Source: an optimization exercise on an open RTL-to-GDS flow (aim: a short achievable clock period and few clock cycles). Production flows keep margins and buffers that such runs may drop.
Only simulation tests tie the RTL to the original design; equivalence was not proved.
Power is estimated from default activity; no workload was simulated.

==> flow/design.v (excerpt) <==
module top (
    input         clk,
    input         reset,
    output [31:0] PC,
    input  [31:0] Instr,
    output        MemWrite,
    output [31:0] DataAdr,
    output [31:0] WriteData,
    input  [31:0] ReadData
);
Size in the first run: roughly 6000 cells after synthesis, ~160 I/O pins, about 48000 µm² of cells after synthesis.
clock: 11.0 ns
lec_check: 0
abc_clock_period_in_ps: 1000
cap_margin: 20
core_margin: 2
core_utilization: 40
place_density: 0.6
setup_slack_margin: 5
slew_margin: 20
standard.sh (not shown) runs the stock make flow with config.mk's settings and CLKGATE_MAP_FILE= SYNTH_SCRIPT=/design/flow/synth_recipe.tcl, a recipe that flattens the netlist after the stock synthesis.
==> flow/flow/run.sh <==
#!/bin/bash
# Own flow: the standard layout (standard.sh) with these changes.
#  - Synthesis maps with a mapping-only ABC script (flow/abc_map.script) and
#    without the full/half adder cells, so the RTL's parallel-prefix adders
#    keep their depth. Registers are untouched by both changes.
#  - The standard synthesis runs first; its netlist gives the names of the
#    few registers that synthesis leaves unnamed (see flow/fast_synth.tcl).
set -uo pipefail
HERE=$(pwd)
MARGIN=${MARGIN:-7.6}
RES=orfs/results/${FLOW_PLATFORM:-sky130hd}/top/base
bash standard.sh synth > std_synth.log 2>&1 || { tail -20 std_synth.log; exit 1; }
cp $RES/1_2_yosys.v std_netlist.v
rm -rf orfs
export FAST_ABC_SCRIPT=$HERE/flow/abc_map.script
export STD_NETLIST=$HERE/std_netlist.v
bash standard.sh SYNTH_SCRIPT=$HERE/flow/fast_synth.tcl ADDER_MAP_FILE= \
    SETUP_SLACK_MARGIN=$MARGIN finish > run_make.log 2>&1
st=$?
tail -20 run_make.log
exit $st
Other scripts of this flow, unchanged in this note and not shown: flow/flow/abc_map.script, flow/flow/fast_synth.tcl
Testbench counts at the start, summed over its fixed seeds: cycles 40,664.
Rerun with:
--- a/flow/design.v
+++ b/flow/design.v
@@ -196,42 +196,50 @@
     wire [31:0] d_target = condex_d ? btgt_d : pc4_d;
     wire [31:0] imm_d = br_d ? {{6{ir_d[23]}}, ir_d[23:0], 2'b00} :
                         mem_d ? {20'd0, ir_d[11:0]} : {24'd0, ir_d[7:0]};
     wire a_is_pc = br_d;
     wire b_is_imm = br_d | mem_d | i_d;
     wire [31:0] a_next  = a_is_pc ? pc8_d : (fa_e ? res_e : rfa_m);
     wire [31:0] b_next  = b_is_imm ? imm_d : (fb_e ? res_e : rfb_m);
     wire [31:0] sd_next = fb_e ? res_e : rfb_m;
     wire [31:2] pcp4_u = pc_f[31:2] + 30'd1;
     wire [31:3] pcp8_u = pc_f[31:3] + 29'd1;
-    wire [21:0] hi0  = pcp8_u[31:10];
-    wire [21:0] hi_p = hi0 + 22'd1;
-    wire [21:0] hi_m = hi0 - 22'd1;
+    wire        c8   = &pc_f[9:3];
+    wire [21:0] pa0  = pc_f[31:10];
+    wire [21:0] pa1  = pc_f[31:10] + 22'd1;
+    wire [21:0] pa2  = pc_f[31:10] + 22'd2;
+    wire [21:0] pam  = pc_f[31:10] - 22'd1;
+    wire [21:0] hi0  = c8 ? pa1 : pa0;
+    wire [21:0] hi_p = c8 ? pa2 : pa1;
+    wire [21:0] hi_m = c8 ? pa0 : pam;
     wire [3:0] f_cond  = Instr[31:28];
     wire       f_br    = (Instr[27:26] == 2'b10);
     wire       f_addpc = (Instr[27:21] == 7'b0010100) &&
                          (Instr[19:16] == 4'd15) && (Instr[15:12] == 4'd15);
     wire       f_short = (Instr[23:8] == 16'h0000) || (Instr[23:8] == 16'hFFFF);
     wire [7:0] lo_b;
     wire       c_b;
     wire [7:0] cb_unused;
     assign {c_b, cb_unused, lo_b} = ks8({pcp8_u[9:3], pc_f[2]}, Instr[7:0], 1'b0);
     wire [21:0] hb1 = Instr[23] ? hi0  : hi_p;      
     wire [21:0] hb0 = Instr[23] ? hi_m : hi0;       
     wire [21:0] hi_b = c_b ? hb1 : hb0;
     wire [31:0] tgt_b = {hi_b, lo_b, pc_f[1:0]};
     wire [7:0]  lo_a;
     wire        c_a;
     wire [7:0] ca_unused;
     assign {c_a, ca_unused, lo_a} = ks8({pcp8_u[7:3], pc_f[2:0]}, Instr[7:0], 1'b0);
-    wire [23:0] hi8_0 = pcp8_u[31:8];
-    wire [23:0] hi8_p = pcp8_u[31:8] + 24'd1;
+    wire        c6    = &pc_f[7:3];
+    wire [23:0] pb1   = pc_f[31:8] + 24'd1;
+    wire [23:0] pb2   = pc_f[31:8] + 24'd2;
+    wire [23:0] hi8_0 = c6 ? pb1 : pc_f[31:8];
+    wire [23:0] hi8_p = c6 ? pb2 : pb1;
     wire [31:0] tgt_a = {c_a ? hi8_p : hi8_0, lo_a};
     wire fNV = fN ^ fV;
     wire [15:0] cv = {1'b1, 1'b1, fZ | fNV, ~fZ & ~fNV, fNV, ~fNV, ~fC | fZ, fC & ~fZ,
                       ~fV, fV, ~fN, fN, ~fC, fC, ~fZ, fZ};
     wire f_condok = cv[f_cond];
     wire pred_b = f_br & f_short & f_condok;
     wire pred_a = f_addpc & f_condok;
     wire f_pred = (f_br & f_short | f_addpc) & f_condok;
     wire [31:0] tgt_f = f_br ? tgt_b : tgt_a;
     wire [31:0] e_target = taken_e ? res_e : pc4_e;
Effect: Total power goes down by 1.3%; via count goes up by 1.6%; sequential share of layout area goes up by 0.43 points; routed wire length goes up by 3.9%; cell area goes down by about 1.1%; synthesized cell count goes up by about 5%; clock skew goes up by 0.022 ns; fmax goes down by about 8%; worst hold slack loses 0.0093 ns; count of clock-buffer cells in the layout goes down by 3; clock power stays flat; core utilization goes down by 2.1 points; cell count goes up by 2.5%.
Testbench counts after the change, summed over its fixed seeds: cycles 40,664.

[afterwards: timing with drivers on the ports]
In the flow no input, the clock included, has a driving cell. The finished layouts below were timed again as built, in two steps. Step 1 (the two cells are an assumption about what drives the block):
set clk [get_ports {clk}]
set_driving_cell -lib_cell sky130_fd_sc_hd__clkbuf_16 $clk
set_driving_cell -lib_cell sky130_fd_sc_hd__buf_2 [delete_from_list [all_inputs] $clk]
Step 2 adds t to the input delays and takes it off the output delays; t is the mean of the earliest and latest rising clock arrival at the registers after step 1. Input paths then give back, and output paths get back, about the clock's delay inside the block. Three values: ideal ports, drivers, drivers and shift; two values: the first two.
run	t (ns)	setup WS [ns]	latest minus earliest clock arrival (ns)
the first run	0.783	7.345 / 7.347 / 6.595	0.054 / 0.054
the second run	0.826	7.038 / 7.038 / 6.290	0.075 / 0.075
After both steps every run listed still meets setup and hold. The setup slack of the first run, which loses most, moves by +0.002 ns with the drivers and by -0.750 ns with both steps.
